Source: an optimization exercise on an open RTL-to-GDS flow (aim: small area, a short achievable clock period and few clock cycles per item). Production flows keep margins and buffers that such runs may drop. The RTL was checked by simulation tests, not by an equivalence proof against the original design. Power figures rest on the tool's default switching activity, not on a simulated workload.

## before
Design minisys_ex, start of the top module:
module minisys_ex(
  input clock,
  input reset,
  input [31:0] instr,
  input [31:0] opcplus4,
  input [31:0] rs_value,
  input [31:0] rt_value,
  input [1:0] fwd_a_sel,
  input [1:0] fwd_b_sel,
  input [31:0] mem_result,
  input [31:0] wb_data,
  output stall,
  output [31:0] alu_result,
  output zero,
  output overflow,
  output div_zero,
  output [4:0] waddr,
  output [31:0] rt_data
);
  wire [5:0] op = instr[31:26];
  wire [5:0] fn = instr[5:0];
  wire [4:0] rt = instr[20:16];
  wire op0   = (op == 6'h00);
  wire rfmt  = op0 | (op == 6'h10);
  wire ifmt  = (op[5:3] == 3'b001);
  wire lfmt  = (op[5:3] == 3'b100);
  wire sfmt  = (op[5:3] == 3'b101);
  wire br    = (op == 6'h04) | (op == 6'h05) |
               ((op == 6'h01) & ((rt == 5'd0) | (rt == 5'd1) | (rt == 5'd17))) |
               (((op == 6'h07) | (op == 6'h06)) & (rt == 5'd0));
  wire aluop1 = rfmt | ifmt;
  wire alusrc = ifmt | lfmt | sfmt;
  wire jal   = (op == 6'h03);
  wire jalr  = op0 & (fn == 6'h09);
  wire mfhi  = op0 & (fn == 6'h10);
  wire mflo  = op0 & (fn == 6'h12);
  wire mthi  = op0 & (fn == 6'h11);
  wire mtlo  = op0 & (fn == 6'h13);
  wire mfc0  = (op == 6'h10) & (fn[5:3] == 3'b000);
  wire sft   = op0 & (fn[5:3] == 3'b000);
  wire mdop  = op0 & (fn[5:2] == 4'b0110);
  wire isdiv = fn[1];
  wire mdsgn = ~fn[0];
  wire usehl = op0 & (fn[5:4] == 2'b01) & ~fn[2];
  wire zext  = (op == 6'h0c) | (op == 6'h0d) | (op == 6'h0e) | (op == 6'h0b);
  assign waddr = (rfmt & ~mfc0) ? instr[15:11] : instr[20:16];
  ...
Settings: LEC_CHECK=0, CAP_MARGIN=40, CORE_MARGIN=2, CORE_UTILIZATION=40, SETUP_SLACK_MARGIN=4, SLEW_MARGIN=45, SYNTH_HIERARCHICAL=1; clock period 14.0 ns.
standard.sh (not shown) runs the stock make flow with config.mk's settings and CLKGATE_MAP_FILE= SYNTH_SCRIPT=/design/flow/synth_recipe.tcl, a recipe that flattens the netlist after the stock synthesis.
==> flow/flow/run.sh <==
#!/bin/bash
set -euo pipefail
export BUFFER_PORTS_ARGS="-buffer_cell sky130_fd_sc_hd__buf_2"
bash standard.sh finish > standard_make.log 2>&1
Testbench counts of before, summed over its fixed seeds: cycles 20,197, instructions 12,000.
Inputs modified between before and after:
--- a/flow/design.v
+++ b/flow/design.v
@@ -99,42 +99,42 @@
   assign waddr = (rfmt & ~mfc0) ? instr[15:11] : instr[20:16];
   wire [2:0] exe_lo = ifmt ? op[2:0] : fn[2:0];
   wire [2:0] ctl = aluop1 ? exe_lo : (br ? 3'b010 : 3'b000);
   wire [31:0] a = (fwd_a_sel == 2'b00) ? rs_value : (fwd_a_sel == 2'b01) ? mem_result : wb_data;
   wire [31:0] bf = (fwd_b_sel == 2'b00) ? rt_value : (fwd_b_sel == 2'b01) ? mem_result : wb_data;
   wire [31:0] imm = {{16{instr[15] & ~zext}}, instr[15:0]};
   wire [31:0] b = alusrc ? imm : bf;
   assign rt_data = bf;
   wire sub = ctl[1];
   wire sgn = ~ctl[0];
-  wire [32:0] xa = {sgn & a[31], a};
-  wire [32:0] xb = {sgn & b[31], b} ^ {33{sub}};
-  wire [32:0] sum;
-  wire [32:0] cy;
-  wire sum_co;
-  skadd #(33) alu_add(.a(xa), .b(xb), .ci(sub), .s(sum), .cy(cy), .co(sum_co));
+  wire [31:0] sadd;
+  wire [31:0] cadd;
+  wire coadd;
+  skadd #(32) alu_add(.a(a), .b(b), .ci(1'b0), .s(sadd), .cy(cadd), .co(coadd));
+  wire [32:0] ssub;
+  wire [32:0] csub;
+  wire cosub;
+  skadd #(33) alu_sub(.a({sgn & a[31], a}), .b(~{sgn & b[31], b}), .ci(1'b1), .s(ssub), .cy(csub), .co(cosub));
   reg [31:0] lg;
   always @* begin
     case (ctl[1:0])
       2'b00: lg = a & b;
       2'b01: lg = a | b;
       2'b10: lg = a ^ b;
       default: lg = ~(a | b);
     endcase
   end
-  wire [31:0] res = ctl[2] ? lg : sum[31:0];
-  wire [31:0] hs = xa[31:0] ^ xb[31:0];
-  wire [31:0] need = {xa[30:0] | xb[30:0], sub};
-  wire zero_as = (hs == need);
-  assign zero = ctl[2] ? (lg == 32'd0) : zero_as;
-  assign overflow = (ctl == 3'b000) ? ((a[31] == b[31]) & (a[31] != cy[31])) :
-                    (ctl == 3'b010) ? ((a[31] != b[31]) & (b[31] != cy[31])) : 1'b0;
+  wire zero_add = ((a ^ b) == {a[30:0] | b[30:0], 1'b0});
+  wire zero_sub = (a == b);
+  assign zero = ctl[2] ? (lg == 32'd0) : (sub ? zero_sub : zero_add);
+  assign overflow = (ctl == 3'b000) ? ((a[31] == b[31]) & (a[31] != cadd[31])) :
+                    (ctl == 3'b010) ? ((a[31] != b[31]) & (b[31] != csub[31])) : 1'b0;
   wire v11 = (fn[1:0] == 2'b01);                  
   wire [4:0] amt = v11 ? 5'd0 : (fn[2] ? a[4:0] : instr[10:6]);
   wire big = fn[2] & ~v11 & (|a[31:5]);
   wire left = ~fn[1];
   wire fill = fn[1] & fn[0] & bf[31];
   reg [31:0] brev, srev;
   integer i;
   always @* for (i = 0; i < 32; i = i + 1) brev[i] = bf[31 - i];
   wire [31:0] s0 = left ? brev : bf;
   wire [31:0] s1 = amt[0] ? {fill, s0[31:1]} : s0;
@@ -266,14 +266,19 @@
   wire slt = (ctl[2:1] == 2'b01) & aluop1 & ~(~ifmt & (fn[5:3] == 3'b100));
   wire s_hi = mfhi;
   wire s_lo = mflo;
   wire s_lui = ifmt & (op[2:0] == 3'b111);
   wire s_shl = sft & left & ~big;
   wire s_shr = sft & ~left & ~big;
   wire s_fill = sft & ~left & big & fill;
   wire s_slt = slt & ~sft & ~mflo;
   wire s_pc = jal | jalr;
   wire s_res = ~(s_hi | s_lo | s_lui | sft | s_slt | s_pc);
-  assign alu_result = ({32{s_hi}} & hi) | ({32{s_lo}} & lo) | ({32{s_lui}} & {instr[15:0], 16'd0}) |
+  wire s_add = s_res & ~ctl[2] & ~sub;
+  wire s_sub = s_res & ~ctl[2] & sub;
+  wire s_lg = s_res & ctl[2];
+  wire [31:0] early = ({32{s_hi}} & hi) | ({32{s_lo}} & lo) | ({32{s_lui}} & {instr[15:0], 16'd0}) |
                       ({32{s_shl}} & srev) | ({32{s_shr}} & s5) | {32{s_fill}} |
-                      {31'd0, s_slt & sum[32]} | ({32{s_pc}} & opcplus4) | ({32{s_res}} & res);
+                      ({32{s_pc}} & opcplus4) | ({32{s_lg}} & lg);
+  assign alu_result = early | ({32{s_add}} & sadd) | ({32{s_sub}} & ssub[31:0]) |
+                      {31'd0, s_slt & ssub[32]};
 endmodule
Side by side, via count of the first global-routing pass turned out higher in after than in before.
What after reported for count of non-filler cells in the finished layout has to be multiplied by 0.947 to get the figure for before.
Number of nets produced by synthesis delta for after relative to before: 5.3% higher
Portion of total power attributed to combinational logic of after is on par with before.
Summary: with before as the reference, number of cells after detailed placement in after moved up by a few percent.
Going from before to after, the met1 layer usage reported by global route was found to have gone up by 2.2 points.
Number of clock buffers in the layout: lower on before
Testbench counts of after, summed over its fixed seeds: cycles 20,197, instructions 12,000.

port drivers added, routing unchanged:
No port has a modelled driver above. Below, the same layouts with a new extraction and two added sets of constraints. Step 1, drivers: a clkbuf_16 drives clock and a buf_2 each remaining input, both assumed. Step 2 also shifts input and output timing later by t, the mid clock arrival at the registers, as if the neighbouring blocks saw the same clock. Three values: ideal ports, drivers, drivers and shift; two values: the first two.
run | t (ns) | setup WS [ns] | worst setup path after step 2 | latest minus earliest clock arrival (ns) | cell pins on the clock port's net
before | 0.455 | 3.110 / 3.040 / 3.040 | input to output | 0.027 / 0.027 | 1
after | 0.439 | 3.771 / 3.708 / 3.708 | input to output | 0.017 / 0.017 | 1
After both steps every run listed still meets setup and hold. The setup slack of before, which loses most, moves by -0.070 ns with the drivers and by -0.070 ns with both steps.
